What follows belongs to an exercise in optimizing a design on an open flow for small area, a short achievable clock period and few clock cycles per item; a production flow would make more cautious choices. Function was checked by simulation only, so behaviour that the tests miss may differ from the original.

**flow/config.mk**
```make
export PLATFORM = sky130hd
export DESIGN_NAME = angle_frame
export DESIGN_NICKNAME = angle_frame
export VERILOG_FILES = /design/flow/design.v
export SDC_FILE = /design/flow/constraint.sdc
export NUM_CORES = 8
export LEC_CHECK = 0
export CAP_MARGIN = 20
export CORE_MARGIN = 2
export CORE_UTILIZATION = 50
export CTS_BUF_LIST = sky130_fd_sc_hd__clkbuf_16
export CTS_CLUSTER_DIAMETER = 80
export CTS_CLUSTER_SIZE = 24
export SETUP_SLACK_MARGIN = 4.6
export SLEW_MARGIN = 20
export SYNTH_MEMORY_MAX_BITS = 65536
```
**flow/constraint.sdc**
```tcl
create_clock -name core_clock -period 8.0 [get_ports {clk}]
set_input_delay 1.6000 -clock core_clock [delete_from_list [all_inputs] [get_ports {clk}]]
set_output_delay 1.6000 -clock core_clock [all_outputs]
set_load 0.01 [all_outputs]
```
**flow/design.v**
```verilog
module atang(
	input             clk,
	input             load,       
	input      [11:0] x,
	input      [11:0] y,
	output     [31:0] z,
	output            far2,       
	output            far1,       
	output            dec         
    );
	reg  [32:0] xr;              
	reg  [34:0] rr;              
	reg  [31:0] zr;
	reg  [31:1] t;               
	reg  [16:0] oh;              
	reg         dn;              
	wire d = rr[34];             
	wire dx = ~dn;
	wire [29:17] ohh = t[30:18] & ~t[29:17];
	wire [29:0] a = ({30{oh[0]}} & 30'h35214E63) |
	                ({30{oh[1]}} & 30'h1C128E80) |
	                ({30{oh[2]}} & 30'h0E400224) |
	                ({30{oh[3]}} & 30'h0727154C) |
	                ({30{oh[4]}} & 30'h03946F29) |
	                ({30{oh[5]}} & 30'h01CA5435) |
	                ({30{oh[6]}} & 30'h00E52D8D) |
	                ({30{oh[7]}} & 30'h007296C6) |
	                ({30{oh[8]}} & 30'h00394B63) |
	                ({30{oh[9]}} & 30'h001CA5B1) |
	                ({30{oh[10]}} & 30'h000E52D8) |
	                ({30{oh[11]}} & 30'h0007296C) |
	                ({30{oh[12]}} & 30'h000394B6) |
	                ({30{oh[13]}} & 30'h0001CA5B) |
	                ({30{oh[14]}} & 30'h0000E52D) |
	                ({30{oh[15]}} & 30'h00007296) |
	                ({30{oh[16]}} & 30'h0000394B) |
	                ({30{ohh[17]}} & 30'h00001CA5) |
	                ({30{ohh[18]}} & 30'h00000E52) |
	                ({30{ohh[19]}} & 30'h00000729) |
	                ({30{ohh[20]}} & 30'h00000394) |
	                ({30{ohh[21]}} & 30'h000001CA) |
	                ({30{ohh[22]}} & 30'h000000E5) |
	                ({30{ohh[23]}} & 30'h00000072) |
	                ({30{ohh[24]}} & 30'h00000039) |
	                ({30{ohh[25]}} & 30'h0000001C) |
	                ({30{ohh[26]}} & 30'h0000000E) |
	                ({30{ohh[27]}} & 30'h00000007) |
	                ({30{ohh[28]}} & 30'h00000003) |
	                ({30{ohh[29]}} & 30'h00000001);
	wire [32:0] xmask;
	assign xmask[0] = 1'b0;
	assign xmask[1] = t[1];
	assign xmask[2] = t[2];
	assign xmask[3] = t[3];
	assign xmask[4] = t[4];
	assign xmask[5] = t[5];
	assign xmask[6] = t[6];
	assign xmask[7] = t[7];
	assign xmask[8] = t[8];
	assign xmask[9] = t[9];
	assign xmask[10] = t[10];
	assign xmask[11] = t[11];
	assign xmask[12] = t[12];
	assign xmask[13] = t[13];
	assign xmask[14] = t[14];
	assign xmask[15] = t[15];
	assign xmask[16] = t[16];
	assign xmask[17] = t[17];
	assign xmask[18] = t[18];
	assign xmask[19] = t[19];
	assign xmask[20] = t[20];
	assign xmask[21] = t[21];
	assign xmask[22] = t[22];
	assign xmask[23] = t[23];
	assign xmask[24] = t[24];
	assign xmask[25] = t[25];
	assign xmask[26] = t[26];
	assign xmask[27] = t[27];
	assign xmask[28] = t[28];
	assign xmask[29] = t[29];
	assign xmask[30] = t[30];
	assign xmask[32:31] = 2'b11;
	wire [32:0] xm = xr & xmask;
	wire [32:0] ysh;
	assign ysh[0] = (oh[0] & rr[1]) | (oh[1] & rr[3]) | (oh[2] & rr[5]) | (oh[3] & rr[7]) | (oh[4] & rr[9]) | (oh[5] & rr[11]) | (oh[6] & rr[13]) | (oh[7] & rr[15]) | (oh[8] & rr[17]) | (oh[9] & rr[19]) | (oh[10] & rr[21]) | (oh[11] & rr[23]) | (oh[12] & rr[25]) | (oh[13] & rr[27]) | (oh[14] & rr[29]) | (oh[15] & rr[31]) | (oh[16] & rr[33]) | (rr[34] & ~t[17]);
	assign ysh[1] = (oh[0] & rr[2]) | (oh[1] & rr[4]) | (oh[2] & rr[6]) | (oh[3] & rr[8]) | (oh[4] & rr[10]) | (oh[5] & rr[12]) | (oh[6] & rr[14]) | (oh[7] & rr[16]) | (oh[8] & rr[18]) | (oh[9] & rr[20]) | (oh[10] & rr[22]) | (oh[11] & rr[24]) | (oh[12] & rr[26]) | (oh[13] & rr[28]) | (oh[14] & rr[30]) | (oh[15] & rr[32]) | (rr[34] & ~t[16]);
	assign ysh[2] = (oh[0] & rr[3]) | (oh[1] & rr[5]) | (oh[2] & rr[7]) | (oh[3] & rr[9]) | (oh[4] & rr[11]) | (oh[5] & rr[13]) | (oh[6] & rr[15]) | (oh[7] & rr[17]) | (oh[8] & rr[19]) | (oh[9] & rr[21]) | (oh[10] & rr[23]) | (oh[11] & rr[25]) | (oh[12] & rr[27]) | (oh[13] & rr[29]) | (oh[14] & rr[31]) | (oh[15] & rr[33]) | (rr[34] & ~t[16]);
	assign ysh[3] = (oh[0] & rr[4]) | (oh[1] & rr[6]) | (oh[2] & rr[8]) | (oh[3] & rr[10]) | (oh[4] & rr[12]) | (oh[5] & rr[14]) | (oh[6] & rr[16]) | (oh[7] & rr[18]) | (oh[8] & rr[20]) | (oh[9] & rr[22]) | (oh[10] & rr[24]) | (oh[11] & rr[26]) | (oh[12] & rr[28]) | (oh[13] & rr[30]) | (oh[14] & rr[32]) | (rr[34] & ~t[15]);
	assign ysh[4] = (oh[0] & rr[5]) | (oh[1] & rr[7]) | (oh[2] & rr[9]) | (oh[3] & rr[11]) | (oh[4] & rr[13]) | (oh[5] & rr[15]) | (oh[6] & rr[17]) | (oh[7] & rr[19]) | (oh[8] & rr[21]) | (oh[9] & rr[23]) | (oh[10] & rr[25]) | (oh[11] & rr[27]) | (oh[12] & rr[29]) | (oh[13] & rr[31]) | (oh[14] & rr[33]) | (rr[34] & ~t[15]);
	assign ysh[5] = (oh[0] & rr[6]) | (oh[1] & rr[8]) | (oh[2] & rr[10]) | (oh[3] & rr[12]) | (oh[4] & rr[14]) | (oh[5] & rr[16]) | (oh[6] & rr[18]) | (oh[7] & rr[20]) | (oh[8] & rr[22]) | (oh[9] & rr[24]) | (oh[10] & rr[26]) | (oh[11] & rr[28]) | (oh[12] & rr[30]) | (oh[13] & rr[32]) | (rr[34] & ~t[14]);
	assign ysh[6] = (oh[0] & rr[7]) | (oh[1] & rr[9]) | (oh[2] & rr[11]) | (oh[3] & rr[13]) | (oh[4] & rr[15]) | (oh[5] & rr[17]) | (oh[6] & rr[19]) | (oh[7] & rr[21]) | (oh[8] & rr[23]) | (oh[9] & rr[25]) | (oh[10] & rr[27]) | (oh[11] & rr[29]) | (oh[12] & rr[31]) | (oh[13] & rr[33]) | (rr[34] & ~t[14]);
	assign ysh[7] = (oh[0] & rr[8]) | (oh[1] & rr[10]) | (oh[2] & rr[12]) | (oh[3] & rr[14]) | (oh[4] & rr[16]) | (oh[5] & rr[18]) | (oh[6] & rr[20]) | (oh[7] & rr[22]) | (oh[8] & rr[24]) | (oh[9] & rr[26]) | (oh[10] & rr[28]) | (oh[11] & rr[30]) | (oh[12] & rr[32]) | (rr[34] & ~t[13]);
	assign ysh[8] = (oh[0] & rr[9]) | (oh[1] & rr[11]) | (oh[2] & rr[13]) | (oh[3] & rr[15]) | (oh[4] & rr[17]) | (oh[5] & rr[19]) | (oh[6] & rr[21]) | (oh[7] & rr[23]) | (oh[8] & rr[25]) | (oh[9] & rr[27]) | (oh[10] & rr[29]) | (oh[11] & rr[31]) | (oh[12] & rr[33]) | (rr[34] & ~t[13]);
	assign ysh[9] = (oh[0] & rr[10]) | (oh[1] & rr[12]) | (oh[2] & rr[14]) | (oh[3] & rr[16]) | (oh[4] & rr[18]) | (oh[5] & rr[20]) | (oh[6] & rr[22]) | (oh[7] & rr[24]) | (oh[8] & rr[26]) | (oh[9] & rr[28]) | (oh[10] & rr[30]) | (oh[11] & rr[32]) | (rr[34] & ~t[12]);
	assign ysh[10] = (oh[0] & rr[11]) | (oh[1] & rr[13]) | (oh[2] & rr[15]) | (oh[3] & rr[17]) | (oh[4] & rr[19]) | (oh[5] & rr[21]) | (oh[6] & rr[23]) | (oh[7] & rr[25]) | (oh[8] & rr[27]) | (oh[9] & rr[29]) | (oh[10] & rr[31]) | (oh[11] & rr[33]) | (rr[34] & ~t[12]);
	assign ysh[11] = (oh[0] & rr[12]) | (oh[1] & rr[14]) | (oh[2] & rr[16]) | (oh[3] & rr[18]) | (oh[4] & rr[20]) | (oh[5] & rr[22]) | (oh[6] & rr[24]) | (oh[7] & rr[26]) | (oh[8] & rr[28]) | (oh[9] & rr[30]) | (oh[10] & rr[32]) | (rr[34] & ~t[11]);
	assign ysh[12] = (oh[0] & rr[13]) | (oh[1] & rr[15]) | (oh[2] & rr[17]) | (oh[3] & rr[19]) | (oh[4] & rr[21]) | (oh[5] & rr[23]) | (oh[6] & rr[25]) | (oh[7] & rr[27]) | (oh[8] & rr[29]) | (oh[9] & rr[31]) | (oh[10] & rr[33]) | (rr[34] & ~t[11]);
	assign ysh[13] = (oh[0] & rr[14]) | (oh[1] & rr[16]) | (oh[2] & rr[18]) | (oh[3] & rr[20]) | (oh[4] & rr[22]) | (oh[5] & rr[24]) | (oh[6] & rr[26]) | (oh[7] & rr[28]) | (oh[8] & rr[30]) | (oh[9] & rr[32]) | (rr[34] & ~t[10]);
	assign ysh[14] = (oh[0] & rr[15]) | (oh[1] & rr[17]) | (oh[2] & rr[19]) | (oh[3] & rr[21]) | (oh[4] & rr[23]) | (oh[5] & rr[25]) | (oh[6] & rr[27]) | (oh[7] & rr[29]) | (oh[8] & rr[31]) | (oh[9] & rr[33]) | (rr[34] & ~t[10]);
	assign ysh[15] = (oh[0] & rr[16]) | (oh[1] & rr[18]) | (oh[2] & rr[20]) | (oh[3] & rr[22]) | (oh[4] & rr[24]) | (oh[5] & rr[26]) | (oh[6] & rr[28]) | (oh[7] & rr[30]) | (oh[8] & rr[32]) | (rr[34] & ~t[9]);
	assign ysh[16] = (oh[0] & rr[17]) | (oh[1] & rr[19]) | (oh[2] & rr[21]) | (oh[3] & rr[23]) | (oh[4] & rr[25]) | (oh[5] & rr[27]) | (oh[6] & rr[29]) | (oh[7] & rr[31]) | (oh[8] & rr[33]) | (rr[34] & ~t[9]);
	assign ysh[17] = (oh[0] & rr[18]) | (oh[1] & rr[20]) | (oh[2] & rr[22]) | (oh[3] & rr[24]) | (oh[4] & rr[26]) | (oh[5] & rr[28]) | (oh[6] & rr[30]) | (oh[7] & rr[32]) | (rr[34] & ~t[8]);
	assign ysh[18] = (oh[0] & rr[19]) | (oh[1] & rr[21]) | (oh[2] & rr[23]) | (oh[3] & rr[25]) | (oh[4] & rr[27]) | (oh[5] & rr[29]) | (oh[6] & rr[31]) | (oh[7] & rr[33]) | (rr[34] & ~t[8]);
	assign ysh[19] = (oh[0] & rr[20]) | (oh[1] & rr[22]) | (oh[2] & rr[24]) | (oh[3] & rr[26]) | (oh[4] & rr[28]) | (oh[5] & rr[30]) | (oh[6] & rr[32]) | (rr[34] & ~t[7]);
	assign ysh[20] = (oh[0] & rr[21]) | (oh[1] & rr[23]) | (oh[2] & rr[25]) | (oh[3] & rr[27]) | (oh[4] & rr[29]) | (oh[5] & rr[31]) | (oh[6] & rr[33]) | (rr[34] & ~t[7]);
	assign ysh[21] = (oh[0] & rr[22]) | (oh[1] & rr[24]) | (oh[2] & rr[26]) | (oh[3] & rr[28]) | (oh[4] & rr[30]) | (oh[5] & rr[32]) | (rr[34] & ~t[6]);
	assign ysh[22] = (oh[0] & rr[23]) | (oh[1] & rr[25]) | (oh[2] & rr[27]) | (oh[3] & rr[29]) | (oh[4] & rr[31]) | (oh[5] & rr[33]) | (rr[34] & ~t[6]);
	assign ysh[23] = (oh[0] & rr[24]) | (oh[1] & rr[26]) | (oh[2] & rr[28]) | (oh[3] & rr[30]) | (oh[4] & rr[32]) | (rr[34] & ~t[5]);
	assign ysh[24] = (oh[0] & rr[25]) | (oh[1] & rr[27]) | (oh[2] & rr[29]) | (oh[3] & rr[31]) | (oh[4] & rr[33]) | (rr[34] & ~t[5]);
	assign ysh[25] = (oh[0] & rr[26]) | (oh[1] & rr[28]) | (oh[2] & rr[30]) | (oh[3] & rr[32]) | (rr[34] & ~t[4]);
	assign ysh[26] = (oh[0] & rr[27]) | (oh[1] & rr[29]) | (oh[2] & rr[31]) | (oh[3] & rr[33]) | (rr[34] & ~t[4]);
	assign ysh[27] = (oh[0] & rr[28]) | (oh[1] & rr[30]) | (oh[2] & rr[32]) | (rr[34] & ~t[3]);
	assign ysh[28] = (oh[0] & rr[29]) | (oh[1] & rr[31]) | (oh[2] & rr[33]) | (rr[34] & ~t[3]);
	assign ysh[29] = (oh[0] & rr[30]) | (oh[1] & rr[32]) | (rr[34] & ~t[2]);
	assign ysh[30] = (oh[0] & rr[31]) | (oh[1] & rr[33]) | (rr[34] & ~t[2]);
	assign ysh[31] = (oh[0] & rr[32]) | (rr[34] & ~t[1]);
	assign ysh[32] = (oh[0] & rr[33]) | (rr[34] & ~t[1]);
	wire [34:0] rnext;
	wire [32:0] xnext;
	wire [31:0] znext;
	add35 radd(.a({rr[33:0], 1'b0}), .b({2'b00, xm} ^ {35{~d}}), .ci(~d), .s(rnext));
	add33 xadd(.a(xr), .b(ysh ^ {33{dx}}), .ci(dx), .s(xnext));
	add32 zadd(.a(zr), .b({2'b00, a} ^ {32{dx}}), .ci(dx), .s(znext));
	wire [12:0] xy_sum, xy_dif;
	add13 sadd(.a({1'b0, x}), .b({1'b0, y}), .ci(1'b0), .s(xy_sum));
	add13 dadd(.a({1'b0, y}), .b(~{1'b0, x}), .ci(1'b1), .s(xy_dif));
	always @(posedge clk) begin
		t <= load ? 31'h7fffffff : {t[30:1], 1'b0};
		oh <= load ? 17'd1 : {oh[15:0], 1'b0};
		dn <= load ? ~xy_dif[12] : ~rnext[34];
		if (load) begin
			xr <= {1'b0, xy_sum, 19'b0};
			rr <= {{3{xy_dif[12]}}, xy_dif, 19'b0};
			zr <= 32'h5A000000;
		end else begin
			xr <= xnext;
			rr <= rnext;
			zr <= znext;
		end
	end
	wire [14:0] zl = zr[14:0] ^ {15{dn}};
	assign far2 = ~|a[29:14] & (zl >= {a[13:0], 1'b0});
	assign far1 = ~|a[29:15] & (zl >= a[14:0]);
	assign dec = dx;
	assign z = zr;
endmodule
module add35(input [34:0] a, input [34:0] b, input ci, output [34:0] s);
	wire [34:0] p0 = a ^ b;
	wire [34:0] g0 = a & b;
	wire gc0 = g0[0] | (p0[0] & ci);
	wire gn1 = g0[1] | (p0[1] & gc0);
	wire gn2 = g0[3] | (p0[3] & g0[2]);
	wire pn2 = p0[3] & p0[2];
	wire gn3 = g0[5] | (p0[5] & g0[4]);
	wire pn3 = p0[5] & p0[4];
	wire gn4 = g0[7] | (p0[7] & g0[6]);
	wire pn4 = p0[7] & p0[6];
	wire gn5 = g0[9] | (p0[9] & g0[8]);
	wire pn5 = p0[9] & p0[8];
	wire gn6 = g0[11] | (p0[11] & g0[10]);
	wire pn6 = p0[11] & p0[10];
	wire gn7 = g0[13] | (p0[13] & g0[12]);
	wire pn7 = p0[13] & p0[12];
	wire gn8 = g0[15] | (p0[15] & g0[14]);
	wire pn8 = p0[15] & p0[14];
	wire gn9 = g0[17] | (p0[17] & g0[16]);
	wire pn9 = p0[17] & p0[16];
	wire gn10 = g0[19] | (p0[19] & g0[18]);
	wire pn10 = p0[19] & p0[18];
	wire gn11 = g0[21] | (p0[21] & g0[20]);
	wire pn11 = p0[21] & p0[20];
	wire gn12 = g0[23] | (p0[23] & g0[22]);
	wire pn12 = p0[23] & p0[22];
	wire gn13 = g0[25] | (p0[25] & g0[24]);
	wire pn13 = p0[25] & p0[24];
	wire gn14 = g0[27] | (p0[27] & g0[26]);
	wire pn14 = p0[27] & p0[26];
	wire gn15 = g0[29] | (p0[29] & g0[28]);
	wire pn15 = p0[29] & p0[28];
	wire gn16 = g0[31] | (p0[31] & g0[30]);
	wire pn16 = p0[31] & p0[30];
	wire gn17 = g0[33] | (p0[33] & g0[32]);
	wire pn17 = p0[33] & p0[32];
	wire gn18 = g0[2] | (p0[2] & gn1);
	wire gn19 = gn2 | (pn2 & gn1);
	wire gn20 = g0[6] | (p0[6] & gn3);
	wire pn20 = p0[6] & pn3;
	wire gn21 = gn4 | (pn4 & gn3);
	wire pn21 = pn4 & pn3;
	wire gn22 = g0[10] | (p0[10] & gn5);
	wire pn22 = p0[10] & pn5;
	wire gn23 = gn6 | (pn6 & gn5);
	wire pn23 = pn6 & pn5;
	wire gn24 = g0[14] | (p0[14] & gn7);
	wire pn24 = p0[14] & pn7;
	wire gn25 = gn8 | (pn8 & gn7);
	wire pn25 = pn8 & pn7;
	wire gn26 = g0[18] | (p0[18] & gn9);
	wire pn26 = p0[18] & pn9;
	wire gn27 = gn10 | (pn10 & gn9);
	wire pn27 = pn10 & pn9;
	wire gn28 = g0[22] | (p0[22] & gn11);
	wire pn28 = p0[22] & pn11;
	wire gn29 = gn12 | (pn12 & gn11);
	wire pn29 = pn12 & pn11;
	wire gn30 = g0[26] | (p0[26] & gn13);
	wire pn30 = p0[26] & pn13;
	wire gn31 = gn14 | (pn14 & gn13);
	wire pn31 = pn14 & pn13;
	wire gn32 = g0[30] | (p0[30] & gn15);
	wire pn32 = p0[30] & pn15;
	wire gn33 = gn16 | (pn16 & gn15);
	wire pn33 = pn16 & pn15;
	wire gn34 = g0[34] | (p0[34] & gn17);
	wire pn34 = p0[34] & pn17;
	wire gn35 = g0[4] | (p0[4] & gn19);
	wire gn36 = gn3 | (pn3 & gn19);
	wire gn37 = gn20 | (pn20 & gn19);
	wire gn38 = gn21 | (pn21 & gn19);
	wire gn39 = g0[12] | (p0[12] & gn23);
	wire pn39 = p0[12] & pn23;
	wire gn40 = gn7 | (pn7 & gn23);
	wire pn40 = pn7 & pn23;
	wire gn41 = gn24 | (pn24 & gn23);
	wire pn41 = pn24 & pn23;
	wire gn42 = gn25 | (pn25 & gn23);
	wire pn42 = pn25 & pn23;
	wire gn43 = g0[20] | (p0[20] & gn27);
	wire pn43 = p0[20] & pn27;
	wire gn44 = gn11 | (pn11 & gn27);
	wire pn44 = pn11 & pn27;
	wire gn45 = gn28 | (pn28 & gn27);
	wire pn45 = pn28 & pn27;
	wire gn46 = gn29 | (pn29 & gn27);
	wire pn46 = pn29 & pn27;
	wire gn47 = g0[28] | (p0[28] & gn31);
	wire pn47 = p0[28] & pn31;
	wire gn48 = gn15 | (pn15 & gn31);
	wire pn48 = pn15 & pn31;
	wire gn49 = gn32 | (pn32 & gn31);
	wire pn49 = pn32 & pn31;
	wire gn50 = gn33 | (pn33 & gn31);
	wire pn50 = pn33 & pn31;
	wire gn51 = g0[8] | (p0[8] & gn38);
	wire gn52 = gn5 | (pn5 & gn38);
	wire gn53 = gn22 | (pn22 & gn38);
	wire gn54 = gn23 | (pn23 & gn38);
	wire gn55 = gn39 | (pn39 & gn38);
	wire gn56 = gn40 | (pn40 & gn38);
	wire gn57 = gn41 | (pn41 & gn38);
	wire gn58 = gn42 | (pn42 & gn38);
	wire gn59 = g0[24] | (p0[24] & gn46);
	wire pn59 = p0[24] & pn46;
	wire gn60 = gn13 | (pn13 & gn46);
	wire pn60 = pn13 & pn46;
	wire gn61 = gn30 | (pn30 & gn46);
	wire pn61 = pn30 & pn46;
	wire gn62 = gn31 | (pn31 & gn46);
	wire pn62 = pn31 & pn46;
	wire gn63 = gn47 | (pn47 & gn46);
	wire pn63 = pn47 & pn46;
	wire gn64 = gn48 | (pn48 & gn46);
	wire pn64 = pn48 & pn46;
	wire gn65 = gn49 | (pn49 & gn46);
	wire pn65 = pn49 & pn46;
	wire gn66 = gn50 | (pn50 & gn46);
	wire pn66 = pn50 & pn46;
	wire gn67 = g0[16] | (p0[16] & gn58);
	wire gn68 = gn9 | (pn9 & gn58);
	wire gn69 = gn26 | (pn26 & gn58);
	wire gn70 = gn27 | (pn27 & gn58);
	wire gn71 = gn43 | (pn43 & gn58);
	wire gn72 = gn44 | (pn44 & gn58);
	wire gn73 = gn45 | (pn45 & gn58);
	wire gn74 = gn46 | (pn46 & gn58);
	wire gn75 = gn59 | (pn59 & gn58);
	wire gn76 = gn60 | (pn60 & gn58);
	wire gn77 = gn61 | (pn61 & gn58);
	wire gn78 = gn62 | (pn62 & gn58);
	wire gn79 = gn63 | (pn63 & gn58);
	wire gn80 = gn64 | (pn64 & gn58);
	wire gn81 = gn65 | (pn65 & gn58);
	wire gn82 = gn66 | (pn66 & gn58);
	wire gn83 = g0[32] | (p0[32] & gn82);
	wire gn84 = gn17 | (pn17 & gn82);
	wire gn85 = gn34 | (pn34 & gn82);
	wire [34:0] c;
	assign c[0] = ci;
	assign c[1] = gc0;
	assign c[2] = gn1;
	assign c[3] = gn18;
	assign c[4] = gn19;
	assign c[5] = gn35;
	assign c[6] = gn36;
	assign c[7] = gn37;
	assign c[8] = gn38;
	assign c[9] = gn51;
	assign c[10] = gn52;
	assign c[11] = gn53;
	assign c[12] = gn54;
	assign c[13] = gn55;
	assign c[14] = gn56;
	assign c[15] = gn57;
	assign c[16] = gn58;
	assign c[17] = gn67;
	assign c[18] = gn68;
	assign c[19] = gn69;
	assign c[20] = gn70;
	assign c[21] = gn71;
	assign c[22] = gn72;
	assign c[23] = gn73;
	assign c[24] = gn74;
	assign c[25] = gn75;
	assign c[26] = gn76;
	assign c[27] = gn77;
	assign c[28] = gn78;
	assign c[29] = gn79;
	assign c[30] = gn80;
	assign c[31] = gn81;
	assign c[32] = gn82;
	assign c[33] = gn83;
	assign c[34] = gn84;
	assign s = p0 ^ c;
endmodule
module add33(input [32:0] a, input [32:0] b, input ci, output [32:0] s);
	wire [32:0] p0 = a ^ b;
	wire [32:0] g0 = a & b;
	wire gc0 = g0[0] | (p0[0] & ci);
	wire gn1 = g0[1] | (p0[1] & gc0);
	wire gn2 = g0[3] | (p0[3] & g0[2]);
	wire pn2 = p0[3] & p0[2];
	wire gn3 = g0[5] | (p0[5] & g0[4]);
	wire pn3 = p0[5] & p0[4];
	wire gn4 = g0[7] | (p0[7] & g0[6]);
	wire pn4 = p0[7] & p0[6];
	wire gn5 = g0[9] | (p0[9] & g0[8]);
	wire pn5 = p0[9] & p0[8];
	wire gn6 = g0[11] | (p0[11] & g0[10]);
	wire pn6 = p0[11] & p0[10];
	wire gn7 = g0[13] | (p0[13] & g0[12]);
	wire pn7 = p0[13] & p0[12];
	wire gn8 = g0[15] | (p0[15] & g0[14]);
	wire pn8 = p0[15] & p0[14];
	wire gn9 = g0[17] | (p0[17] & g0[16]);
	wire pn9 = p0[17] & p0[16];
	wire gn10 = g0[19] | (p0[19] & g0[18]);
	wire pn10 = p0[19] & p0[18];
	wire gn11 = g0[21] | (p0[21] & g0[20]);
	wire pn11 = p0[21] & p0[20];
	wire gn12 = g0[23] | (p0[23] & g0[22]);
	wire pn12 = p0[23] & p0[22];
	wire gn13 = g0[25] | (p0[25] & g0[24]);
	wire pn13 = p0[25] & p0[24];
	wire gn14 = g0[27] | (p0[27] & g0[26]);
	wire pn14 = p0[27] & p0[26];
	wire gn15 = g0[29] | (p0[29] & g0[28]);
	wire pn15 = p0[29] & p0[28];
	wire gn16 = g0[31] | (p0[31] & g0[30]);
	wire pn16 = p0[31] & p0[30];
	wire gn17 = g0[2] | (p0[2] & gn1);
	wire gn18 = gn2 | (pn2 & gn1);
	wire gn19 = g0[6] | (p0[6] & gn3);
	wire pn19 = p0[6] & pn3;
	wire gn20 = gn4 | (pn4 & gn3);
	wire pn20 = pn4 & pn3;
	wire gn21 = g0[10] | (p0[10] & gn5);
	wire pn21 = p0[10] & pn5;
	wire gn22 = gn6 | (pn6 & gn5);
	wire pn22 = pn6 & pn5;
	wire gn23 = g0[14] | (p0[14] & gn7);
	wire pn23 = p0[14] & pn7;
	wire gn24 = gn8 | (pn8 & gn7);
	wire pn24 = pn8 & pn7;
	wire gn25 = g0[18] | (p0[18] & gn9);
	wire pn25 = p0[18] & pn9;
	wire gn26 = gn10 | (pn10 & gn9);
	wire pn26 = pn10 & pn9;
	wire gn27 = g0[22] | (p0[22] & gn11);
	wire pn27 = p0[22] & pn11;
	wire gn28 = gn12 | (pn12 & gn11);
	wire pn28 = pn12 & pn11;
	wire gn29 = g0[26] | (p0[26] & gn13);
	wire pn29 = p0[26] & pn13;
	wire gn30 = gn14 | (pn14 & gn13);
	wire pn30 = pn14 & pn13;
	wire gn31 = g0[30] | (p0[30] & gn15);
	wire pn31 = p0[30] & pn15;
	wire gn32 = gn16 | (pn16 & gn15);
	wire pn32 = pn16 & pn15;
	wire gn33 = g0[4] | (p0[4] & gn18);
	wire gn34 = gn3 | (pn3 & gn18);
	wire gn35 = gn19 | (pn19 & gn18);
	wire gn36 = gn20 | (pn20 & gn18);
	wire gn37 = g0[12] | (p0[12] & gn22);
	wire pn37 = p0[12] & pn22;
	wire gn38 = gn7 | (pn7 & gn22);
	wire pn38 = pn7 & pn22;
	wire gn39 = gn23 | (pn23 & gn22);
	wire pn39 = pn23 & pn22;
	wire gn40 = gn24 | (pn24 & gn22);
	wire pn40 = pn24 & pn22;
	wire gn41 = g0[20] | (p0[20] & gn26);
	wire pn41 = p0[20] & pn26;
	wire gn42 = gn11 | (pn11 & gn26);
	wire pn42 = pn11 & pn26;
	wire gn43 = gn27 | (pn27 & gn26);
	wire pn43 = pn27 & pn26;
	wire gn44 = gn28 | (pn28 & gn26);
	wire pn44 = pn28 & pn26;
	wire gn45 = g0[28] | (p0[28] & gn30);
	wire pn45 = p0[28] & pn30;
	wire gn46 = gn15 | (pn15 & gn30);
	wire pn46 = pn15 & pn30;
	wire gn47 = gn31 | (pn31 & gn30);
	wire pn47 = pn31 & pn30;
	wire gn48 = gn32 | (pn32 & gn30);
	wire pn48 = pn32 & pn30;
	wire gn49 = g0[8] | (p0[8] & gn36);
	wire gn50 = gn5 | (pn5 & gn36);
	wire gn51 = gn21 | (pn21 & gn36);
	wire gn52 = gn22 | (pn22 & gn36);
	wire gn53 = gn37 | (pn37 & gn36);
	wire gn54 = gn38 | (pn38 & gn36);
	wire gn55 = gn39 | (pn39 & gn36);
	wire gn56 = gn40 | (pn40 & gn36);
	wire gn57 = g0[24] | (p0[24] & gn44);
	wire pn57 = p0[24] & pn44;
	wire gn58 = gn13 | (pn13 & gn44);
	wire pn58 = pn13 & pn44;
	wire gn59 = gn29 | (pn29 & gn44);
	wire pn59 = pn29 & pn44;
	wire gn60 = gn30 | (pn30 & gn44);
	wire pn60 = pn30 & pn44;
	wire gn61 = gn45 | (pn45 & gn44);
	wire pn61 = pn45 & pn44;
	wire gn62 = gn46 | (pn46 & gn44);
	wire pn62 = pn46 & pn44;
	wire gn63 = gn47 | (pn47 & gn44);
	wire pn63 = pn47 & pn44;
	wire gn64 = gn48 | (pn48 & gn44);
	wire pn64 = pn48 & pn44;
	wire gn65 = g0[16] | (p0[16] & gn56);
	wire gn66 = gn9 | (pn9 & gn56);
	wire gn67 = gn25 | (pn25 & gn56);
	wire gn68 = gn26 | (pn26 & gn56);
	wire gn69 = gn41 | (pn41 & gn56);
	wire gn70 = gn42 | (pn42 & gn56);
	wire gn71 = gn43 | (pn43 & gn56);
	wire gn72 = gn44 | (pn44 & gn56);
	wire gn73 = gn57 | (pn57 & gn56);
	wire gn74 = gn58 | (pn58 & gn56);
	wire gn75 = gn59 | (pn59 & gn56);
	wire gn76 = gn60 | (pn60 & gn56);
	wire gn77 = gn61 | (pn61 & gn56);
	wire gn78 = gn62 | (pn62 & gn56);
	wire gn79 = gn63 | (pn63 & gn56);
	wire gn80 = gn64 | (pn64 & gn56);
	wire gn81 = g0[32] | (p0[32] & gn80);
	wire [32:0] c;
	assign c[0] = ci;
	assign c[1] = gc0;
	assign c[2] = gn1;
	assign c[3] = gn17;
	assign c[4] = gn18;
	assign c[5] = gn33;
	assign c[6] = gn34;
	assign c[7] = gn35;
	assign c[8] = gn36;
	assign c[9] = gn49;
	assign c[10] = gn50;
	assign c[11] = gn51;
	assign c[12] = gn52;
	assign c[13] = gn53;
	assign c[14] = gn54;
	assign c[15] = gn55;
	assign c[16] = gn56;
	assign c[17] = gn65;
	assign c[18] = gn66;
	assign c[19] = gn67;
	assign c[20] = gn68;
	assign c[21] = gn69;
	assign c[22] = gn70;
	assign c[23] = gn71;
	assign c[24] = gn72;
	assign c[25] = gn73;
	assign c[26] = gn74;
	assign c[27] = gn75;
	assign c[28] = gn76;
	assign c[29] = gn77;
	assign c[30] = gn78;
	assign c[31] = gn79;
	assign c[32] = gn80;
	assign s = p0 ^ c;
endmodule
module add32(input [31:0] a, input [31:0] b, input ci, output [31:0] s);
	wire [31:0] p0 = a ^ b;
	wire [31:0] g0 = a & b;
	wire gc0 = g0[0] | (p0[0] & ci);
	wire gn1 = g0[1] | (p0[1] & gc0);
	wire gn2 = g0[3] | (p0[3] & g0[2]);
	wire pn2 = p0[3] & p0[2];
	wire gn3 = g0[5] | (p0[5] & g0[4]);
	wire pn3 = p0[5] & p0[4];
	wire gn4 = g0[7] | (p0[7] & g0[6]);
	wire pn4 = p0[7] & p0[6];
	wire gn5 = g0[9] | (p0[9] & g0[8]);
	wire pn5 = p0[9] & p0[8];
	wire gn6 = g0[11] | (p0[11] & g0[10]);
	wire pn6 = p0[11] & p0[10];
	wire gn7 = g0[13] | (p0[13] & g0[12]);
	wire pn7 = p0[13] & p0[12];
	wire gn8 = g0[15] | (p0[15] & g0[14]);
	wire pn8 = p0[15] & p0[14];
	wire gn9 = g0[17] | (p0[17] & g0[16]);
	wire pn9 = p0[17] & p0[16];
	wire gn10 = g0[19] | (p0[19] & g0[18]);
	wire pn10 = p0[19] & p0[18];
	wire gn11 = g0[21] | (p0[21] & g0[20]);
	wire pn11 = p0[21] & p0[20];
	wire gn12 = g0[23] | (p0[23] & g0[22]);
	wire pn12 = p0[23] & p0[22];
	wire gn13 = g0[25] | (p0[25] & g0[24]);
	wire pn13 = p0[25] & p0[24];
	wire gn14 = g0[27] | (p0[27] & g0[26]);
	wire pn14 = p0[27] & p0[26];
	wire gn15 = g0[29] | (p0[29] & g0[28]);
	wire pn15 = p0[29] & p0[28];
	wire gn16 = g0[31] | (p0[31] & g0[30]);
	wire pn16 = p0[31] & p0[30];
	wire gn17 = g0[2] | (p0[2] & gn1);
	wire gn18 = gn2 | (pn2 & gn1);
	wire gn19 = g0[6] | (p0[6] & gn3);
	wire pn19 = p0[6] & pn3;
	wire gn20 = gn4 | (pn4 & gn3);
	wire pn20 = pn4 & pn3;
	wire gn21 = g0[10] | (p0[10] & gn5);
	wire pn21 = p0[10] & pn5;
	wire gn22 = gn6 | (pn6 & gn5);
	wire pn22 = pn6 & pn5;
	wire gn23 = g0[14] | (p0[14] & gn7);
	wire pn23 = p0[14] & pn7;
	wire gn24 = gn8 | (pn8 & gn7);
	wire pn24 = pn8 & pn7;
	wire gn25 = g0[18] | (p0[18] & gn9);
	wire pn25 = p0[18] & pn9;
	wire gn26 = gn10 | (pn10 & gn9);
	wire pn26 = pn10 & pn9;
	wire gn27 = g0[22] | (p0[22] & gn11);
	wire pn27 = p0[22] & pn11;
	wire gn28 = gn12 | (pn12 & gn11);
	wire pn28 = pn12 & pn11;
	wire gn29 = g0[26] | (p0[26] & gn13);
	wire pn29 = p0[26] & pn13;
	wire gn30 = gn14 | (pn14 & gn13);
	wire pn30 = pn14 & pn13;
	wire gn31 = g0[30] | (p0[30] & gn15);
	wire pn31 = p0[30] & pn15;
	wire gn32 = gn16 | (pn16 & gn15);
	wire pn32 = pn16 & pn15;
	wire gn33 = g0[4] | (p0[4] & gn18);
	wire gn34 = gn3 | (pn3 & gn18);
	wire gn35 = gn19 | (pn19 & gn18);
	wire gn36 = gn20 | (pn20 & gn18);
	wire gn37 = g0[12] | (p0[12] & gn22);
	wire pn37 = p0[12] & pn22;
	wire gn38 = gn7 | (pn7 & gn22);
	wire pn38 = pn7 & pn22;
	wire gn39 = gn23 | (pn23 & gn22);
	wire pn39 = pn23 & pn22;
	wire gn40 = gn24 | (pn24 & gn22);
	wire pn40 = pn24 & pn22;
	wire gn41 = g0[20] | (p0[20] & gn26);
	wire pn41 = p0[20] & pn26;
	wire gn42 = gn11 | (pn11 & gn26);
	wire pn42 = pn11 & pn26;
	wire gn43 = gn27 | (pn27 & gn26);
	wire pn43 = pn27 & pn26;
	wire gn44 = gn28 | (pn28 & gn26);
	wire pn44 = pn28 & pn26;
	wire gn45 = g0[28] | (p0[28] & gn30);
	wire pn45 = p0[28] & pn30;
	wire gn46 = gn15 | (pn15 & gn30);
	wire pn46 = pn15 & pn30;
	wire gn47 = gn31 | (pn31 & gn30);
	wire pn47 = pn31 & pn30;
	wire gn48 = gn32 | (pn32 & gn30);
	wire pn48 = pn32 & pn30;
	wire gn49 = g0[8] | (p0[8] & gn36);
	wire gn50 = gn5 | (pn5 & gn36);
	wire gn51 = gn21 | (pn21 & gn36);
	wire gn52 = gn22 | (pn22 & gn36);
	wire gn53 = gn37 | (pn37 & gn36);
	wire gn54 = gn38 | (pn38 & gn36);
	wire gn55 = gn39 | (pn39 & gn36);
	wire gn56 = gn40 | (pn40 & gn36);
	wire gn57 = g0[24] | (p0[24] & gn44);
	wire pn57 = p0[24] & pn44;
	wire gn58 = gn13 | (pn13 & gn44);
	wire pn58 = pn13 & pn44;
	wire gn59 = gn29 | (pn29 & gn44);
	wire pn59 = pn29 & pn44;
	wire gn60 = gn30 | (pn30 & gn44);
	wire pn60 = pn30 & pn44;
	wire gn61 = gn45 | (pn45 & gn44);
	wire pn61 = pn45 & pn44;
	wire gn62 = gn46 | (pn46 & gn44);
	wire pn62 = pn46 & pn44;
	wire gn63 = gn47 | (pn47 & gn44);
	wire pn63 = pn47 & pn44;
	wire gn64 = gn48 | (pn48 & gn44);
	wire pn64 = pn48 & pn44;
	wire gn65 = g0[16] | (p0[16] & gn56);
	wire gn66 = gn9 | (pn9 & gn56);
	wire gn67 = gn25 | (pn25 & gn56);
	wire gn68 = gn26 | (pn26 & gn56);
	wire gn69 = gn41 | (pn41 & gn56);
	wire gn70 = gn42 | (pn42 & gn56);
	wire gn71 = gn43 | (pn43 & gn56);
	wire gn72 = gn44 | (pn44 & gn56);
	wire gn73 = gn57 | (pn57 & gn56);
	wire gn74 = gn58 | (pn58 & gn56);
	wire gn75 = gn59 | (pn59 & gn56);
	wire gn76 = gn60 | (pn60 & gn56);
	wire gn77 = gn61 | (pn61 & gn56);
	wire gn78 = gn62 | (pn62 & gn56);
	wire gn79 = gn63 | (pn63 & gn56);
	wire gn80 = gn64 | (pn64 & gn56);
	wire [31:0] c;
	assign c[0] = ci;
	assign c[1] = gc0;
	assign c[2] = gn1;
	assign c[3] = gn17;
	assign c[4] = gn18;
	assign c[5] = gn33;
	assign c[6] = gn34;
	assign c[7] = gn35;
	assign c[8] = gn36;
	assign c[9] = gn49;
	assign c[10] = gn50;
	assign c[11] = gn51;
	assign c[12] = gn52;
	assign c[13] = gn53;
	assign c[14] = gn54;
	assign c[15] = gn55;
	assign c[16] = gn56;
	assign c[17] = gn65;
	assign c[18] = gn66;
	assign c[19] = gn67;
	assign c[20] = gn68;
	assign c[21] = gn69;
	assign c[22] = gn70;
	assign c[23] = gn71;
	assign c[24] = gn72;
	assign c[25] = gn73;
	assign c[26] = gn74;
	assign c[27] = gn75;
	assign c[28] = gn76;
	assign c[29] = gn77;
	assign c[30] = gn78;
	assign c[31] = gn79;
	assign s = p0 ^ c;
endmodule
module add13(input [12:0] a, input [12:0] b, input ci, output [12:0] s);
	wire [12:0] p0 = a ^ b;
	wire [12:0] g0 = a & b;
	wire gc0 = g0[0] | (p0[0] & ci);
	wire gn1 = g0[1] | (p0[1] & gc0);
	wire gn2 = g0[3] | (p0[3] & g0[2]);
	wire pn2 = p0[3] & p0[2];
	wire gn3 = g0[5] | (p0[5] & g0[4]);
	wire pn3 = p0[5] & p0[4];
	wire gn4 = g0[7] | (p0[7] & g0[6]);
	wire pn4 = p0[7] & p0[6];
	wire gn5 = g0[9] | (p0[9] & g0[8]);
	wire pn5 = p0[9] & p0[8];
	wire gn6 = g0[11] | (p0[11] & g0[10]);
	wire pn6 = p0[11] & p0[10];
	wire gn7 = g0[2] | (p0[2] & gn1);
	wire gn8 = gn2 | (pn2 & gn1);
	wire gn9 = g0[6] | (p0[6] & gn3);
	wire pn9 = p0[6] & pn3;
	wire gn10 = gn4 | (pn4 & gn3);
	wire pn10 = pn4 & pn3;
	wire gn11 = g0[10] | (p0[10] & gn5);
	wire pn11 = p0[10] & pn5;
	wire gn12 = gn6 | (pn6 & gn5);
	wire pn12 = pn6 & pn5;
	wire gn13 = g0[4] | (p0[4] & gn8);
	wire gn14 = gn3 | (pn3 & gn8);
	wire gn15 = gn9 | (pn9 & gn8);
	wire gn16 = gn10 | (pn10 & gn8);
	wire gn17 = g0[12] | (p0[12] & gn12);
	wire pn17 = p0[12] & pn12;
	wire gn18 = g0[8] | (p0[8] & gn16);
	wire gn19 = gn5 | (pn5 & gn16);
	wire gn20 = gn11 | (pn11 & gn16);
	wire gn21 = gn12 | (pn12 & gn16);
	wire gn22 = gn17 | (pn17 & gn16);
	wire [12:0] c;
	assign c[0] = ci;
	assign c[1] = gc0;
	assign c[2] = gn1;
	assign c[3] = gn7;
	assign c[4] = gn8;
	assign c[5] = gn13;
	assign c[6] = gn14;
	assign c[7] = gn15;
	assign c[8] = gn16;
	assign c[9] = gn18;
	assign c[10] = gn19;
	assign c[11] = gn20;
	assign c[12] = gn21;
	assign s = p0 ^ c;
endmodule
module conv_dec_ascii(
	input  [16:0] d_in,
	output [20:0] digits     
    );
	wire [6:0] i = d_in[16:10];
	wire [9:0] f = d_in[9:0];
	wire [13:0] m1 = {1'b0, f, 3'b0} + {3'b0, f, 1'b0};
	wire [13:0] m2 = {1'b0, m1[9:0], 3'b0} + {3'b0, m1[9:0], 1'b0};
	wire [13:0] m3 = {1'b0, m2[9:0], 3'b0} + {3'b0, m2[9:0], 1'b0};
	wire [3:0] qh = m1[13:10];
	wire [3:0] qt = m2[13:10];
	wire [3:0] qo = m3[13:10];
	wire [3:0] it = (i >= 7'd120) ? 4'd12 : (i >= 7'd110) ? 4'd11 : (i >= 7'd100) ? 4'd10 :
	                (i >= 7'd90) ? 4'd9 : (i >= 7'd80) ? 4'd8 : (i >= 7'd70) ? 4'd7 :
	                (i >= 7'd60) ? 4'd6 : (i >= 7'd50) ? 4'd5 : (i >= 7'd40) ? 4'd4 :
	                (i >= 7'd30) ? 4'd3 : (i >= 7'd20) ? 4'd2 : (i >= 7'd10) ? 4'd1 : 4'd0;
	wire [6:0] io = i - {it, 3'b0} - {2'b0, it, 1'b0};
	wire       ih = it[3] & (it[2] | it[1]);
	wire [8:0] ti = {ih, ih ? it - 4'd10 : it, io[3:0]};
	assign digits = {ti, qh, qt, qo};
endmodule
module CRC(
	input  [20:0] digits,    
	output [7:0]  crc
    );
	function [7:0] crc8;
		input [47:0] m;
		integer k;
		reg [7:0] c;
		reg fb;
		begin
			c = 8'h80;
			for (k = 47; k >= 0; k = k - 1) begin
				fb = c[7] ^ m[k];
				c = {c[6:0], 1'b0} ^ (fb ? 8'h31 : 8'h00);
			end
			crc8 = c;
		end
	endfunction
	wire [47:0] text = {7'b0011000, digits[20], 4'h3, digits[19:16], 4'h3, digits[15:12],
	                    4'h3, digits[11:8], 4'h3, digits[7:4], 4'h3, digits[3:0]};
	assign crc = crc8(text);
endmodule
module angle_frame(
	input clk,
	input rst,
	input start,
	input [11:0] x,
	input [11:0] y,
	output [55:0] frame,
	output frame_valid
    );
	reg        busy;
	reg        valid;
	reg  [20:0] dig;
	reg  [7:0]  crc_hi;          
	wire [31:0] z;
	wire [20:0] dig_next;
	wire [7:0]  crc_hi_next, crc_lo, crc_0;
	wire        far2, far1, dec;
	atang Arctg_alg(.clk(clk), .load(start), .x(x), .y(y), .z(z),
	                .far2(far2), .far1(far1), .dec(dec));
	conv_dec_ascii Conversie(.d_in(z[31:15]), .digits(dig_next));
	CRC crc_a(.digits({dig_next[20:4], 4'd0}), .crc(crc_hi_next));
	CRC crc_b(.digits({17'd0, dig[3:0]}), .crc(crc_lo));
	CRC crc_c(.digits(21'd0), .crc(crc_0));
	reg        pend;
	reg        dprev;
	wire       late = pend & (dec ^ dprev);
	wire       live = busy & ~late;
	always @(posedge clk) begin
		dig <= dig_next;
		crc_hi <= crc_hi_next;
		dprev <= dec;
		if (rst) begin
			busy  <= 1'b0;
			valid <= 1'b0;
			pend  <= 1'b0;
		end else begin
			busy  <= start | (live & ~far2);
			valid <= live & far2;
			pend  <= live & ~far2 & far1;
		end
	end
	assign frame = {7'b0011000, dig[20], 4'h3, dig[19:16], 4'h3, dig[15:12],
	                4'h3, dig[11:8], 4'h3, dig[7:4], 4'h3, dig[3:0],
	                crc_hi ^ crc_lo ^ crc_0};
	assign frame_valid = valid | late;
endmodule
```
**flow/flow/run.sh**
```bash
#!/bin/bash
# Layout flow: the standard synthesis, then the combinational logic
# (everything but the flip-flops, which keep their names and cells) is
# re-mapped by ABC with an area-recovering script; then the standard
# layout from the netlist, with sky130_fd_sc_hd__buf_2 port buffers.
# Every tool's output goes to a log file in this folder.
set -euo pipefail
bash standard.sh synth > flow_synth.log 2>&1
R=orfs/results/sky130hd/angle_frame/base
cp $R/1_2_yosys.v $R/1_2_yosys_standard.v
LIB=$FLOW_HOME/platforms/sky130hd/lib/sky130_fd_sc_hd__tt_025C_1v80.lib
sed -e "s#@IN@#$R/1_2_yosys_standard.v#" -e "s#@OUT@#$R/1_2_yosys.v#" \
    -e "s#@LIB@#$LIB#g" -e "s#@ABC@#flow/resynth.abc#" flow/resynth.ys > resynth.ys
yosys -l yosys_resynth.log -q resynth.ys > /dev/null 2>&1
bash standard.sh BUFFER_PORTS_ARGS="-buffer_cell sky130_fd_sc_hd__buf_2" finish > flow_finish.log 2>&1
```
**flow/flow/resynth.abc**
```
strash
dch
map -B 0.2
topo
stime -c
upsize -c
dnsize -c
```
**flow/flow/resynth.ys**
```
read_liberty -overwrite -ignore_miss_func @LIB@
read_verilog -overwrite @IN@
hierarchy -top angle_frame
setattr -mod -set keep_hierarchy 1 sky130_fd_sc_hd__df*
flatten
opt_clean
abc -script @ABC@ -liberty @LIB@ -dont_use sky130_fd_sc_hd__lpflow_bleeder_1 -dont_use sky130_fd_sc_hd__lpflow_clkbufkapwr_1 -dont_use sky130_fd_sc_hd__lpflow_clkbufkapwr_16 -dont_use sky130_fd_sc_hd__lpflow_clkbufkapwr_2 -dont_use sky130_fd_sc_hd__lpflow_clkbufkapwr_4 -dont_use sky130_fd_sc_hd__lpflow_clkbufkapwr_8 -dont_use sky130_fd_sc_hd__lpflow_clkinvkapwr_1 -dont_use sky130_fd_sc_hd__lpflow_clkinvkapwr_16 -dont_use sky130_fd_sc_hd__lpflow_clkinvkapwr_2 -dont_use sky130_fd_sc_hd__lpflow_clkinvkapwr_4 -dont_use sky130_fd_sc_hd__lpflow_clkinvkapwr_8 -dont_use sky130_fd_sc_hd__lpflow_decapkapwr_12 -dont_use sky130_fd_sc_hd__lpflow_decapkapwr_3 -dont_use sky130_fd_sc_hd__lpflow_decapkapwr_4 -dont_use sky130_fd_sc_hd__lpflow_decapkapwr_6 -dont_use sky130_fd_sc_hd__lpflow_decapkapwr_8 -dont_use sky130_fd_sc_hd__lpflow_inputiso0n_1 -dont_use sky130_fd_sc_hd__lpflow_inputiso0p_1 -dont_use sky130_fd_sc_hd__lpflow_inputiso1n_1 -dont_use sky130_fd_sc_hd__lpflow_inputiso1p_1 -dont_use sky130_fd_sc_hd__lpflow_inputisolatch_1 -dont_use sky130_fd_sc_hd__lpflow_isobufsrc_1 -dont_use sky130_fd_sc_hd__lpflow_isobufsrc_16 -dont_use sky130_fd_sc_hd__lpflow_isobufsrc_2 -dont_use sky130_fd_sc_hd__lpflow_isobufsrc_4 -dont_use sky130_fd_sc_hd__lpflow_isobufsrc_8 -dont_use sky130_fd_sc_hd__lpflow_isobufsrckapwr_16 -dont_use sky130_fd_sc_hd__lpflow_lsbuf_lh_hl_isowell_tap_1 -dont_use sky130_fd_sc_hd__lpflow_lsbuf_lh_hl_isowell_tap_2 -dont_use sky130_fd_sc_hd__lpflow_lsbuf_lh_hl_isowell_tap_4 -dont_use sky130_fd_sc_hd__lpflow_lsbuf_lh_isowell_4 -dont_use sky130_fd_sc_hd__lpflow_lsbuf_lh_isowell_tap_1 -dont_use sky130_fd_sc_hd__lpflow_lsbuf_lh_isowell_tap_2 -dont_use sky130_fd_sc_hd__lpflow_lsbuf_lh_isowell_tap_4 -dont_use sky130_fd_sc_hd__probe_p_8 -dont_use sky130_fd_sc_hd__probec_p_8 
opt_clean -purge
hilomap -singleton -hicell sky130_fd_sc_hd__conb_1 HI -locell sky130_fd_sc_hd__conb_1 LO
setundef -zero
splitnets
opt_clean -purge
stat -liberty @LIB@
delete =sky130_fd_sc_hd__*
write_verilog -noattr -noexpr -nohex -nodec @OUT@
```
**flow/standard.sh**
```bash
#!/bin/bash
# synth_recipe.tcl (not shown) runs the flow's synth.tcl, then flattens the netlist and writes it again
# the make line also repeats each setting of config.mk as NAME=value (left out here)
make -C /OpenROAD-flow-scripts/flow DESIGN_CONFIG=/design/flow/config.mk WORK_HOME=/design/flow/orfs CLKGATE_MAP_FILE= SYNTH_SCRIPT=/design/flow/synth_recipe.tcl "${@:-finish}"
```
==> results of run 1 <==
## layout make-up
class	count	share of cell area
multi-input combinational	2053	0.628
sequential	179	0.205
inverter	302	0.0696
timing repair buffer	91	0.0381
tap	396	0.0278
clock buffer	17	0.0239
clock inverter	14	0.00794
## layout by cell type (no fill, tap or decap), types with 8 or more instances in the layout
| master | instances |
|---|---|
| a21oi_1 | 115 |
| a21oi_2 | 15 |
| a221oi_1 | 10 |
| a22oi_1 | 52 |
| a31oi_1 | 11 |
| and2_1 | 11 |
| buf_2 | 52 |
| buf_4 | 26 |
| clkbuf_16 | 18 |
| clkinv_1 | 247 |
| clkinvlp_4 | 9 |
| conb_1 | 27 |
| dfxtp_1 | 147 |
| dfxtp_2 | 23 |
| dfxtp_4 | 9 |
| inv_2 | 30 |
| nand2_1 | 618 |
| nand2_2 | 25 |
| nand3_1 | 183 |
| nand3_2 | 17 |
| nand3b_1 | 15 |
| nand4_1 | 68 |
| nor2_1 | 316 |
| nor2_2 | 23 |
| nor2_4 | 10 |
| nor3_1 | 37 |
| nor3_2 | 8 |
| nor4_1 | 11 |
| o211ai_1 | 17 |
| o21a_1 | 12 |
| o21ai_0 | 94 |
| o21ai_1 | 28 |
| o21ai_2 | 18 |
| o221ai_1 | 8 |
| o22ai_1 | 32 |
| or2_2 | 28 |
| xnor2_1 | 32 |
| xor2_1 | 106 |
## state kept, by name (all words and copies together) (netlist names)
signal,count
Arctg_alg.dn,1
Arctg_alg.rr,34
busy,1
dig,21
valid,1
Arctg_alg.oh,16
crc_hi,8
pend,1
dprev,1
Arctg_alg.xr,33
Arctg_alg.t,30
Arctg_alg.zr,32
## worst max-delay path, stage by stage
cell	delay, ps
buf_8	110
inv_4	70
nand2_4	50
a21oi_4	160
a21oi_2	90
nand2_2	70
o21ai_2	70
o21ai_2	150
nor2_1	80
o21ai_1	190
o21ai_1	110
o21a_1	150
o22ai_2	160
nand2_2	110
buf_6	130
nand2_4	50
a21oi_2	60
nor3_2	180
o32ai_1	100
## how the worst max path moves through the flow
stage,startpoint,to,cells past startpoint
finish,y[1],Arctg_alg.rr[30],19
CTS,Arctg_alg.dn,frame_valid,6
floorplan,Arctg_alg.dn,frame_valid,4
global route,Arctg_alg.oh[1],Arctg_alg.zr[30],18
global placement,y[1],Arctg_alg.rr[32],19
detailed placement,y[1],Arctg_alg.rr[32],19
## metrics by stage
stage	instance area, um2	utilization
final	17800	0.580
after floorplan	15700	-
after global routing	17800	0.580
after global placement	16500	0.539
after detailed placement	16500	0.539
after CTS	17200	0.562
## per-layer routing
layer	global-route usage	vias to the layer above
met5	0	-
met2	0.487	719
met4	0.105	0
met3	0.0568	129
li1	-	8747
met1	0.429	8116
## repair_timing
item | 4_1_cts | 5_1_grt
pin swaps | 5 | 32
resized for setup | 25 | 109
cloned | 1 | 1
endpoints found under the setup margin | 50 | 56
buffers inserted | 4 | 22
==> flow_summary_export.csv, run 1 <==
group,metric,value,unit
route,postRouteAntennaNets,0,
clock_network,cts_hold_buf,0,
setup_path,cp.arrival,3700,ps
placed_design,dp_cells,2993,
setup_path,path_class,"primary input to register",
synth,syn-instance-count,2510,
route,maxUsedRoutingLayer,"met4",
clock_network,cts_made_buffers,17,
clock_network,htreeDepth,4,
floorplan,die_w,180,um
clock_network,cts_tree,"yes",
global_route,grt_util_all_layers,0.311,
floorplan,io_pins,84,
setup_path,worstPathMaxFanout,3,
sta,setup-tns-final,0,ps
floorplan,rows,64,
clock_network,cts_num_sinks,179,
floorplan,start_util,0.508,
setup_path,rr_endpoint,"Arctg_alg.xr[32]",
sta,fmax,0.297,GHz
global_route,grt.overflow.total,0,
cells_and_area,multi_input_area,11200,um2
setup_path,worstSetupEndpointType,"register",
sta,setup_viol,0,
cells_and_area,syn2layout_area_growth,14.3,%
route,drt-initial-drc-count,1519,
sta,slew_headroom,0.356,
clock_network,clock_latency,460,ps
worst_hold_path,hold_end,"dig[12]",
cells_and_area,seqCellArea,3650,um2
floorplan,core_area,30700,um2
sta,finClkSkew,14.0,ps
flow_run,maxCapViolCount,0,
route,drc_errors,0,
clock_network,path_clk_slew,70,ps
global_route,grt_max_degree,111,
synth,synth.avg_cell_area,6.20,um2
sta,period_minus_slack,3370,ps
floorplan,chipHeight,180,um
sta,holdWs,406,ps
worst_hold_path,hold_path_depth,0,
route,wl,51.9,mm
worst_hold_path,min_from,"Arctg_alg.zr[25]",
cells_and_area,drive_gt1_frac,0.151,
route,drt_pass1_iterations,7,
route,wl_per_cell,17.0,um
clock_network,cts-root-buf,"clkbuf_16",
route,met1Wirelength,23.4,mm
floorplan,dieArea,32600,um2
route,via_count,17711,
route,met2WireLength,22.6,mm
sta,rsz0062_at_grt,"yes",
sta,timing.final.crit_share,0.421,
cells_and_area,diodes,0,
route,wl_met3,4.50,mm
sta,drv_slew,0,
sta,tightest_slew,966,ps
route,avgViaCountPerCell,5.80,
sta,setup_slack,4630,ps
setup_path,start_kind,"primary input",
setup_path,rrSetupSlack,4690,ps
cells_and_area,finalNonFillerCells,3052,
worst_hold_path,holdCritPathClass,"register to register",
global_route,grt_pass1_vias,16135,
placed_design,place_hpwl,37.7,mm
global_route,grt_pass1_wl,82.9,mm
sta,hold_violations,0,
setup_path,required,8330,ps
synth,synth_area,15600,um2
setup_path,r2r_cells,19,
setup_path,rr_startpoint,"Arctg_alg.rr[21]",
cells_and_area,final_nets,2671,
placed_design,numPortBuffers,56,
outcome,status,"timing/DRC/antenna clean",
placed_design,gp_congestion,0.984,
placed_design,pre_cts_slack,4040,ps
cells_and_area,fill_cells,3082,
synth,synth_warnings,3,
clock_network,cts_buffer_depth,2,
global_route,antenna_found_initial,0,
Testbench counts, summed over its fixed seeds: cycles 155,428, frames 8,000.
==> run 2, diff against run 1 <==
--- a/flow/config.mk
+++ b/flow/config.mk
@@ -9,3 +9,3 @@
 export CORE_MARGIN = 2
-export CORE_UTILIZATION = 50
+export CORE_UTILIZATION = 25
 export CTS_BUF_LIST = sky130_fd_sc_hd__clkbuf_16
==> run 2 against run 1 <==
Against the previous run:
- critical path type is now register to output pin
- setup slack improved by 78 ps
- highest routed layer unchanged
- critical path depth down 14
- still clean on timing, DRC and antenna
==> flow_summary_export.csv, run 2 <==
group,metric,value,unit
outcome,status,"timing/DRC/antenna clean",
clock_network,cts_tree,"yes",
synth,syn-instance-count,2510,
route,met1Wirelength,23.7,mm
cells_and_area,syn2layout_area_growth,18.1,%
sta,rsz0062_at_grt,"yes",
global_route,grt_util_all_layers,0.158,
route,drt-initial-drc-count,1776,
clock_network,cts-root-buf,"clkbuf_16",
placed_design,place_hpwl,37.3,mm
sta,period_minus_slack,3290,ps
sta,tightest_slew,1030,ps
flow_run,maxCapViolCount,0,
sta,hold_violations,0,
route,wl_per_cell,14.7,um
global_route,grt.overflow.total,0,
floorplan,core_area,61600,um2
setup_path,cp.arrival,1690,ps
setup_path,path_class,"register to output pin",
route,met2WireLength,21.8,mm
clock_network,cts_buffer_depth,2,
route,via_count,17226,
cells_and_area,drive_gt1_frac,0.151,
sta,drv_slew,0,
global_route,grt_pass1_vias,15491,
sta,finClkSkew,19.7,ps
sta,setup_viol,0,
synth,synth.avg_cell_area,6.20,um2
cells_and_area,layout_commonest_cell,"nand2_1",
route,drt_pass1_iterations,6,
sta,holdWs,415,ps
setup_path,worstPathMaxFanout,45,
floorplan,rows,91,
route,drc_errors,0,
floorplan,io_pins,84,
cells_and_area,final_nets,2670,
cells_and_area,seqCellArea,3640,um2
floorplan,dieArea,64300,um2
setup_path,worstSetupEndpointType,"output pin",
placed_design,numPortBuffers,56,
sta,setup-tns-final,0,ps
clock_network,cts_num_sinks,179,
cells_and_area,regMostFlops,"Arctg_alg.rr",
worst_hold_path,holdCritPathClass,"register to register",
cells_and_area,top_regs,"Arctg_alg.rr (34), Arctg_alg.xr (33), Arctg_alg.zr (32)",
setup_path,start_kind,"register",
placed_design,gp_congestion,0.938,
route,wl,51.3,mm
sta,slew_headroom,0.310,
floorplan,start_util,0.253,
global_route,grt_pass1_wl,81.2,mm
cells_and_area,diodes,0,
floorplan,chipHeight,254,um
route,postRouteAntennaNets,0,
cells_and_area,largest_reg_flops,34,
cells_and_area,multi_input_area,11200,um2
clock_network,path_clk_slew,70,ps
sta,timing.final.crit_share,0.411,
global_route,antenna_found_initial,0,
sta,fmax,0.304,GHz
clock_network,htreeDepth,4,
cells_and_area,fill_cells,6840,
synth,synth_warnings,3,
clock_network,cts_made_buffers,17,
cells_and_area,mostFrequentLayoutCells,"621 x nand2_1, 317 x nor2_1, 245 x clkinv_1",
global_route,grt_max_degree,111,
route,maxUsedRoutingLayer,"met4",
floorplan,die_w,254,um
clock_network,clock_latency,500,ps
route,wl_met3,4.07,mm
route,avgViaCountPerCell,4.93,
synth,synth_area,15600,um2
setup_path,required,6400,ps
run 2: what timing repair did:
action / CTS / global route
setup endpoints to repair: 49 / 57
buffers inserted: 4 / 18
hold buffers: 0 / 0
pin swaps: 3 / 23
gates resized for setup: 18 / 101
cloned: 1 / 1
run 2: worst paths after layout:
kind	from	end	slack (ps)	cells past startpoint
setup / recovery	Arctg_alg.dn	frame_valid	4710	5
hold / removal	Arctg_alg.zr[25]	dig[12]	410	0
setup reg to reg	Arctg_alg.oh[10]	Arctg_alg.xr[30]	4780	16
hold reg to reg	Arctg_alg.zr[25]	dig[12]	410	0
run 2: critical path, stage by stage (launching register included):
cell,delay (ps)
dfxtp_4,390
buf_16,170
inv_16,190
nor2_1,90
o21bai_1,180
buf_2,170
run 2: per-stage QoR:
stage	utilization	instances	setup WS (ps)	area, um2
5_1_grt	0.298	3492	4550	18400
4_1_cts	0.290	3473	4580	17900
3_3_place_gp	0.278	3437	3980	17100
2_1_floorplan	-	2535	4490	15700
6_report	0.298	3492	4710	18400
3_5_place_dp	0.278	3437	3960	17100
run 2: metal layers:
metal  GRT usage  vias up
met5           0        -
met4      0.0693        0
met3      0.0365      133
met2       0.243      666
met1       0.210     7658
li1            -     8769
run 2: final cells by class:
| class | instances | share of cell area |
|---|---|---|
| well taps | 837 | 0.0570 |
| repair buffers | 90 | 0.0359 |
| inverters | 302 | 0.0683 |
| multi-input cells | 2053 | 0.606 |
| clock buffers | 17 | 0.0231 |
| flip-flops and latches | 179 | 0.198 |
| clock inverters | 14 | 0.0110 |
==> run 3, diff against run 2 <==
--- a/flow/config.mk
+++ b/flow/config.mk
@@ -9,3 +9,3 @@
 export CORE_MARGIN = 2
-export CORE_UTILIZATION = 25
+export CORE_UTILIZATION = 40
 export CTS_BUF_LIST = sky130_fd_sc_hd__clkbuf_16
==> run 3 against run 2 <==
Against the previous run:
- still clean on timing, DRC and antenna
- maximum frequency down 0.75%
- count of clock-buffer cells in the layout unchanged
- area after synthesis unchanged
- non-clock buffer count down 7
- die area down 37%
- register-to-register slack worse by 50 ps
==> flow_summary_export.csv, run 3 <==
group,metric,value,unit
cells_and_area,layout_commonest_cell,"nand2_1",
setup_path,max_stage_delay,380,ps
clock_network,cts_hold_buf,0,
worst_hold_path,holdCritPathClass,"register to register",
outcome,status,"timing/DRC/antenna clean",
sta,drv_slew,0,
flow_run,maxCapViolCount,0,
setup_path,worstPathMaxFanout,45,
setup_path,critPathTopFamily,"buffers and inverters",
clock_network,clock_latency,480,ps
sta,finClkSkew,13.2,ps
floorplan,rows,72,
worst_hold_path,min_from,"Arctg_alg.zr[25]",
placed_design,place_hpwl,38.2,mm
global_route,grt_util_all_layers,0.255,
setup_path,critPathLaunch,"Arctg_alg.dn",
route,postRouteAntennaNets,0,
sta,slew_headroom,0.353,
setup_path,critPathSlowestCell,"dfxtp_4",
sta,setup-tns-final,0,ps
global_route,grt_pass1_vias,16335,
setup_path,cp.arrival,1720,ps
placed_design,numPortBuffers,56,
synth,synth_area,15600,um2
global_route,grt_pass1_wl,84.1,mm
worst_hold_path,hold_path_depth,0,
route,via_count,17481,
global_route,antenna_found_initial,0,
setup_path,worstSetupEndpointType,"output pin",
route,wl_per_cell,16.4,um
setup_path,required,6400,ps
clock_network,cts_num_sinks,179,
floorplan,dieArea,40500,um2
route,wl,52.1,mm
placed_design,gp_congestion,0.964,
cells_and_area,final_nets,2663,
route,drt-initial-drc-count,1355,
sta,timing.final.crit_share,0.415,
cells_and_area,top_regs,"Arctg_alg.rr (34), Arctg_alg.xr (33), Arctg_alg.zr (32)",
setup_path,rr_startpoint,"Arctg_alg.rr[25]",
route,avgViaCountPerCell,5.52,
route,drt_pass1_iterations,7,
route,drc_errors,0,
cells_and_area,regMostFlops,"Arctg_alg.rr",
setup_path,crit_chain,"buf_12 -> inv_12 -> nor2_1 -> o21bai_1 -> buf_2",
setup_path,start_kind,"register",
global_route,grt_max_degree,111,
clock_network,cts_tree,"yes",
global_route,grt.overflow.total,0,
synth,synth.avg_cell_area,6.20,um2
floorplan,chipHeight,201,um
setup_path,crit_buf_inv,3,
setup_path,r2r_cells,17,
clock_network,htreeDepth,4,
sta,hold_violations,0,
sta,period_minus_slack,3320,ps
cells_and_area,drive_gt1_frac,0.151,
cells_and_area,largest_reg_flops,34,
sta,rsz0062_at_grt,"yes",
cells_and_area,diodes,0,
sta,fmax,0.302,GHz
floorplan,io_pins,84,
setup_path,cp.depth,5,
clock_network,cts_made_buffers,17,
sta,setup_viol,0,
synth,synth_warnings,3,
cells_and_area,syn2layout_area_growth,14.8,%
floorplan,start_util,0.404,
clock_network,cts-root-buf,"clkbuf_16",
cells_and_area,fill_cells,4095,
floorplan,die_w,201,um
clock_network,cts_buffer_depth,2,
floorplan,core_area,38600,um2
cells_and_area,mostFrequentLayoutCells,"621 x nand2_1, 316 x nor2_1, 247 x clkinv_1",
sta,tightest_slew,970,ps
clock_network,path_clk_slew,90,ps
setup_path,path_class,"register to output pin",
synth,syn-instance-count,2510,
[run 3: layout make-up]
| type | instances | area, um2 | share of cell area |
|---|---|---|---|
| clock inverter | 15 | 189 | 0.0106 |
| sequential | 179 | 3650 | 0.204 |
| clock buffer | 17 | 425 | 0.0238 |
| multi-input combinational | 2053 | 11200 | 0.624 |
| inverter | 302 | 1230 | 0.0690 |
| timing repair buffer | 83 | 578 | 0.0323 |
| tap | 518 | 648 | 0.0362 |
[run 3: final timing paths]
check                     endpoint  slack (ps)
hold reg to reg            dig[12]         410
hold / removal             dig[12]         410
setup reg to reg  Arctg_alg.xr[30]        4730
setup / recovery       frame_valid        4680
[run 3: layer usage]
layer  track usage  routed length (um)  up-vias
met4         0.112                2010        0
met2         0.402               22500      704
met3        0.0439                3930      151
li1              -                   -     8759
met5             0                   0        -
met1         0.342               23600     7867
[run 3: stage by stage]
step	util	hold slack, ps	cells	setup WS [ps]	cell area, um2
global route	0.464	428	3167	4540	17900
global placement	0.433	391	3117	4130	16700
CTS	0.452	410	3153	4580	17400
finish	0.464	412	3167	4680	17900
floorplan	-	425	2535	4490	15700
detailed placement	0.433	395	3117	4030	16700
[run 3: timing repair]
action,in CTS,in global routing
pin swaps,3,19
endpoints found under the hold margin,0,0
resized for setup,22,95
setup endpoints to repair,39,49
setup buffers,4,14

what the ideal ports hide:
In the flow no input, the clock included, has a driving cell. The finished layouts below were timed again as built, in two steps.
Step 1: set_driving_cell puts a clkbuf_16 on clk and a buf_2 on each other input, an assumption about the parent block.
Step 2 adds t to the input delays and takes it off the output delays; t is the mean of the earliest and latest rising clock arrival at the registers after step 1. Input paths then give back, and output paths get back, about the clock's delay inside the block.
Three values: no drivers, after step 1, after step 2; two values: the first two.
| run | t, ns | setup WS [ns] | worst setup path at the end | slew at the worst register clock pin (ns) | worst data-port slew with drivers (ns) |
|---|---|---|---|---|---|
| run 1 | 0.512 | 4.631 / 4.639 / 4.127 | input to register | 0.08 / 0.08 | 0.06 |
| run 2 | 0.548 | 4.709 / 4.647 / 4.240 | input to register | 0.08 / 0.08 | 0.04 |
| run 3 | 0.526 | 4.684 / 4.629 / 4.204 | input to register | 0.09 / 0.09 | 0.03 |
After both steps every run listed still meets setup and hold. For run 1, which loses most, drivers alone change the setup slack by +0.008 ns; drivers and shift together by -0.504 ns.
